This is an optimization exercise on Yosys and OpenROAD, whose aim is small area, not a production implementation.
Only simulation tests tie the RTL to the original design; equivalence was not proved.
The flow treats the clock pin as an ideal source, which a real chip does not have.
Power is estimated from default activity; no workload was simulated.

Setup of nickel:
==> flow/design.v (excerpt) <==
module codec_fsm #(
	parameter OVERSAMPLE 	= 250,
	parameter DATA_WIDTH 	= 32,
	parameter CHANNELS		= 2
)(
	input	wire 						xclk_i,
	input	wire						reset_n,
	input	wire	signed	[ 31:0 ] 	right_i,
	input	wire	signed	[ 31:0 ] 	left_i,
	output	wire	signed	[ 31:0 ]	right_o,
	output	wire	signed	[ 31:0 ]	left_o,
	output	wire						ready_o,
	output 	wire						bclk_o,
	output 	wire						daclrck_o,
	output	wire						dacdat_o,
	output	wire						adclrck_o,
	input	wire						adcdat_i
);
Size in the first run: about 350 cells after synthesis, about 4300 µm² of cells after synthesis.
clock: 5.0 ns
lec_check: 0
cap_margin: 20
core_margin: 2
core_utilization: 40
slew_margin: 20
standard.sh (not shown) runs the stock make flow with config.mk's settings and CLKGATE_MAP_FILE= SYNTH_SCRIPT=/design/flow/synth_recipe.tcl, a recipe that flattens the netlist after the stock synthesis.
==> flow/flow/run.sh <==
#!/bin/bash
# Standard ORFS layout with small port buffers and a clock tree built from
# small clock buffers without dummy balancing loads; after CTS the clock
# sinks are spread more evenly over the leaf buffers (flow/fixclk.tcl).
set -euo pipefail
export BUFFER_PORTS_ARGS="-buffer_cell sky130_fd_sc_hd__buf_1"
export CTS_ARGS="-sink_clustering_enable -repair_clock_nets -buf_list {sky130_fd_sc_hd__clkbuf_2 sky130_fd_sc_hd__clkbuf_4} -dont_use_dummy_load"
export POST_CTS_TCL="$(pwd)/flow/fixclk.tcl"
bash standard.sh > standard.log 2>&1
Other scripts of this flow, unchanged in this note and not shown: flow/flow/fixclk.tcl
Looking at the reports, nickel completed the entire flow and the layout it produced met the timing, design-rule and antenna checks.
The inputs of tundra differ from those of nickel as listed below.
- an added PLACE_DENSITY of 0.7
--- outcome ---
- Changes observed in tundra relative to nickel: final critical-path required period moved up, fraction of the core area covered by cells at the end of the flow level.
- Diff nickel -> tundra: layout overhead on the synthesized area has increased, count of buffers not belonging to the clock network in the layout -1, power share of the sequential group lower.
- Relative to nickel, share of post-route cells with drive strength above 1 decreased by 0.20 points in tundra.
- Cmp nickel and tundra / relative slew slack / higher: tundra
- The run showing the smaller clock power share is nickel.
- In summary, tundra completed successfully, with a layout that passed the timing, design-rule and antenna checks.
- The via count reported for tundra is greater than that of nickel by 50.

---

codec_fsm, a different RTL version from the one above (not shown whole).
For scale: about 270 cells after synthesis, about 140 I/O pins.
==> flow/config.mk <==
export PLATFORM = sky130hd
export DESIGN_NAME = codec_fsm
export DESIGN_NICKNAME = codec_fsm
export VERILOG_FILES = /design/flow/design.v
export SDC_FILE = /design/flow/constraint.sdc
export NUM_CORES = 4
export LEC_CHECK = 0
export CAP_MARGIN = 20
export CORE_MARGIN = 2
export CORE_UTILIZATION = 40
export SLEW_MARGIN = 20
==> flow/constraint.sdc <==
create_clock -name core_clock -period 5.0 [get_ports {xclk_i}]
set_input_delay 1.0000 -clock core_clock [delete_from_list [all_inputs] [get_ports {xclk_i}]]
set_output_delay 1.0000 -clock core_clock [all_outputs]
set_load 0.01 [all_outputs]
==> flow/flow/run.sh <==
#!/bin/bash
# Standard ORFS layout with small port buffers and a clock tree built from
# small clock buffers without dummy balancing loads.
set -euo pipefail
export BUFFER_PORTS_ARGS="-buffer_cell sky130_fd_sc_hd__buf_1"
export CTS_ARGS="-sink_clustering_enable -repair_clock_nets -buf_list {sky130_fd_sc_hd__clkbuf_2 sky130_fd_sc_hd__clkbuf_4} -dont_use_dummy_load"
bash standard.sh > standard.log 2>&1
The baseline completed with no timing, DRC or antenna violations.
Then changed:
--- a/flow/flow/run.sh
+++ b/flow/flow/run.sh
@@ -6,0 +7 @@
+export RECOVER_POWER=100
The new run finished with max-capacitance violations, max-slew violations left.
Power stays flat.
Synthesized cell count does not change.
Routed wire length came out higher by about 0.38%.
Worst hold slack barely changes.
Combinational power fell by about 2%.
Then changed:
--- a/flow/flow/run.sh
+++ b/flow/flow/run.sh
@@ -7 +6,0 @@
-export RECOVER_POWER=100
- CAP_MARGIN: 20 -> 0
- SLEW_MARGIN: 20 -> 0
Outcome: The new run completed without violations; non-clock buffer count does not change; routed wire length came out lower by 0.38%; via count came out lower by 0.85%; total power stays flat; final area is about the same; hold slack is about the same; area after synthesis stays the same; global-route usage stays the same; critical path depth does not change.

---

Starting RTL as in the previous note.
## codec_fsm
module codec_fsm #(
	parameter OVERSAMPLE 	= 250,
	parameter DATA_WIDTH 	= 32,
	parameter CHANNELS		= 2
)(
	input	wire 						xclk_i,
	input	wire						reset_n,
	input	wire	signed	[ 31:0 ] 	right_i,
	input	wire	signed	[ 31:0 ] 	left_i,
	output	wire	signed	[ 31:0 ]	right_o,
	output	wire	signed	[ 31:0 ]	left_o,
	output	wire						ready_o,
	output 	wire						bclk_o,
	output 	wire						daclrck_o,
	output	wire						dacdat_o,
	output	wire						adclrck_o,
	input	wire						adcdat_i
);
	reg			half;
	reg [ 6:0 ]	cnt;
	reg			adc_d;				 
	reg [ 31:0 ]	sh_left, sh_right;		 
	reg [ 31:0 ]	adc_left_reg, adc_right_reg;
	wire rst		= ~reset_n;
	wire end_half	= ( cnt == 7'd124 );
	wire in_reset	= ( cnt == 7'd127 );
	wire start		= ( half & end_half ) | in_reset;	 
	wire first64	= ~cnt[6];
	wire shift_l	= ~half & first64 & cnt[0];
	wire shift_r	= half & ~cnt[0] & ( first64 | ( cnt == 7'd64 ) );
	always @( posedge xclk_i ) begin
		adc_d <= adcdat_i;
		if( rst ) begin
			half	<= 1'b0;
			cnt		<= 7'd127;
		end
		else if( end_half ) begin
			half	<= ~half;
			cnt		<= 7'd0;
		end
		else begin
			cnt		<= cnt + 1'b1;
		end
	end
	wire load		= reset_n & start;
	wire sl			= reset_n & shift_l;
	wire sr			= reset_n & shift_r;
	always @( posedge xclk_i ) begin
		if( rst | load | sl )
			sh_left		<= ( {32{load}} & left_i ) | ( {32{sl}} & { sh_left[30:0], adc_d } );
		if( rst | load | sr )
			sh_right	<= ( {32{load}} & right_i ) | ( {32{sr}} & { sh_right[30:0], adc_d } );
	end
	always @( posedge xclk_i ) begin
		if( load ) begin
			adc_left_reg	<= sh_left;
			adc_right_reg	<= sh_right;
		end
	end
	assign bclk_o		= cnt[0] ^ half;
	assign daclrck_o	= ~half;
	assign adclrck_o	= ~half;
	assign ready_o		= ~half & ( cnt == 7'd0 );
	assign dacdat_o		= half ? ( sh_right[31] & ( cnt < 7'd63 ) ) : ( sh_left[31] & first64 );
	assign left_o		= adc_left_reg;
	assign right_o		= adc_right_reg;
  ...
Settings: LEC_CHECK=0, CAP_MARGIN=20, CORE_MARGIN=2, CORE_UTILIZATION=40, SLEW_MARGIN=20; clock period 5.0 ns.
run.sh (not shown) runs the stock make flow with config.mk's settings and CLKGATE_MAP_FILE= SYNTH_SCRIPT=/design/flow/synth_recipe.tcl, a recipe that flattens the netlist after the stock synthesis.
Stock flow here: none of the scripts above is used.
==> next run, changes <==
==> flow/flow/run.sh (new file) <==
#!/bin/bash
# Standard ORFS layout with small port buffers and a clock tree built from
# small clock buffers without dummy balancing loads.
set -euo pipefail
export BUFFER_PORTS_ARGS="-buffer_cell sky130_fd_sc_hd__buf_1"
export CTS_ARGS="-sink_clustering_enable -repair_clock_nets -buf_list {sky130_fd_sc_hd__clkbuf_8} -sink_clustering_size 30 -dont_use_dummy_load"
bash standard.sh > standard.log 2>&1
==> flow/standard.sh (new file) <==
#!/bin/bash
# synth_recipe.tcl (not shown) runs the flow's synth.tcl, then flattens the netlist and writes it again
# the make line also repeats each setting of config.mk as NAME=value (left out here)
make -C /OpenROAD-flow-scripts/flow DESIGN_CONFIG=/design/flow/config.mk WORK_HOME=/design/flow/orfs CLKGATE_MAP_FILE= SYNTH_SCRIPT=/design/flow/synth_recipe.tcl "${@:-finish}"
removed: flow/run.sh
The new run produced a clean layout.
Design area drops by 18%.
Power drops by 25%.
Non-clock buffer count stays the same.
Combinational power drops by 24%.
Area after synthesis does not change.
Fmax climbs by 14%.
Final cell count drops by 2.5%.
Worst setup slack is better by 0.39 ns.
Flip-flop and latch count stays the same.
Synthesized cell count stays the same.
==> next run, changes <==
==> flow/flow/run.sh (replaced) <==
#!/bin/bash
# Standard ORFS layout with small port buffers and a clock tree built from
# small clock buffers without dummy balancing loads.
set -euo pipefail
export BUFFER_PORTS_ARGS="-buffer_cell sky130_fd_sc_hd__buf_1"
export CTS_ARGS="-sink_clustering_enable -repair_clock_nets -buf_list {sky130_fd_sc_hd__clkbuf_4 sky130_fd_sc_hd__clkbuf_8} -dont_use_dummy_load"
bash standard.sh > standard.log 2>&1
=> The changed run completed with no timing, DRC or antenna violations. Die area stays the same. Count of clock-buffer cells in the layout is unchanged. Worst setup slack is unchanged. Global-route usage stays the same. Sequential share of layout area is unchanged. Routed wire length stays the same. Worst hold slack does not change. Cell count stays the same. Clock skew is unchanged. Via count does not change.

---

RTL: one of the versions met above, not the one the previous note started from.
Settings: LEC_CHECK=0, CAP_MARGIN=20, CORE_MARGIN=2, CORE_UTILIZATION=60, SLEW_MARGIN=20; clock period 5.0 ns.
standard.sh (not shown) runs the stock make flow with config.mk's settings and CLKGATE_MAP_FILE= SYNTH_SCRIPT=/design/flow/synth_recipe.tcl, a recipe that flattens the netlist after the stock synthesis.
==> flow/flow/run.sh <==
#!/bin/bash
# Standard ORFS layout with small port buffers and a clock tree built from
# small clock buffers without dummy balancing loads; clock buffers that
# drive a slow clock slew are up-sized after CTS (flow/fixclk.tcl).
set -euo pipefail
export BUFFER_PORTS_ARGS="-buffer_cell sky130_fd_sc_hd__buf_1"
export CTS_ARGS="-sink_clustering_enable -repair_clock_nets -buf_list {sky130_fd_sc_hd__clkbuf_2 sky130_fd_sc_hd__clkbuf_4} -dont_use_dummy_load"
export POST_CTS_TCL="$(pwd)/flow/fixclk.tcl"
bash standard.sh > standard.log 2>&1
==> flow/flow/fixclk.tcl <==
# POST_CTS hook: up-size to clkbuf_8 the clock buffers whose flip-flop clock
# pins see a slew over 115 ps (placement estimate), then legalise again.
set_propagated_clock [all_clocks]
estimate_parasitics -placement
set fixclk_n 0
foreach inst [get_cells *] {
  if {[get_property $inst ref_name] != "sky130_fd_sc_hd__clkbuf_4"} { continue }
  set out [get_pins -of_objects $inst -filter "direction == output"]
  set worst 0
  foreach p [get_pins -of_objects [get_nets -of_objects $out] -filter "direction == input"] {
    set s [get_property $p slew_max]
    if {$s > $worst} { set worst $s }
  }
  if {$worst > 0.115} {
    replace_cell $inst [get_lib_cells */sky130_fd_sc_hd__clkbuf_8]
    incr fixclk_n
  }
}
puts "fixclk: up-sized $fixclk_n clock buffers"
detailed_placement
check_placement -verbose
estimate_parasitics -placement
==> next run, changes <==
- CORE_UTILIZATION: 60 -> 40
Final cell count rises by 7.3%.
Final area rises by 0.69%.
Area after synthesis does not change.
Die area rises by 48%.
Wire length rises by 4.4%.
Worst setup slack improved by 52 ps.
Combinational power hardly moves.
Total power hardly moves.
Utilization falls by 24 points.
Global-route usage falls by 6.2 points.

static timing again, ports no longer ideal:
How much do the figures lean on ideal ports? The routed layouts below were timed once more, with nothing changed but the port constraints.
Step 1 (the two cells are an assumption about what drives the block):
set clk [get_ports {xclk_i}]
set_driving_cell -lib_cell sky130_fd_sc_hd__clkbuf_16 $clk
set_driving_cell -lib_cell sky130_fd_sc_hd__buf_2 [delete_from_list [all_inputs] $clk]
Step 2 adds t to the input delays and takes it off the output delays; t is the mean of the earliest and latest rising clock arrival at the registers after step 1. Input paths then give back, and output paths get back, about the clock's delay inside the block.
a / b / c = ideal ports / drivers / drivers and shift; a / b = the first two.
run | t, ns | setup slack, ns | worst register clock-pin slew, ns | worst slew at a driven data input, ns
nickel | 0.401 | 2.127 / 2.094 / 2.314 | 0.11 / 0.11 | 0.05
tundra | 0.408 | 2.061 / 2.030 / 2.274 | 0.10 / 0.10 | 0.05
the first run of note 2 | 0.513 | 2.180 / 2.148 / 1.992 | 0.12 / 0.12 | 0.05
the second run of note 2 | 0.516 | 1.547 / 1.553 / 1.037 | 0.12 / 0.12 | 0.05
the third run of note 2 | 0.513 | 2.180 / 2.148 / 1.992 | 0.12 / 0.12 | 0.05
the first run of note 3 | 0.443 | 1.861 / 1.824 / 1.647 | 0.06 / 0.06 | 0.06
the second run of note 3 | 0.445 | 2.251 / 2.217 / 1.994 | 0.08 / 0.08 | 0.05
the third run of note 3 | 0.445 | 2.251 / 2.217 / 1.994 | 0.08 / 0.08 | 0.05
the first run of note 4 | 0.415 | 2.066 / 2.036 / 2.451 | 0.11 / 0.11 | 0.05
the second run of note 4 | 0.407 | 2.118 / 2.085 / 2.302 | 0.10 / 0.10 | 0.05
The setup slack of the second run of note 2, which loses most, moves by +0.006 ns with the drivers and by -0.510 ns with both steps.
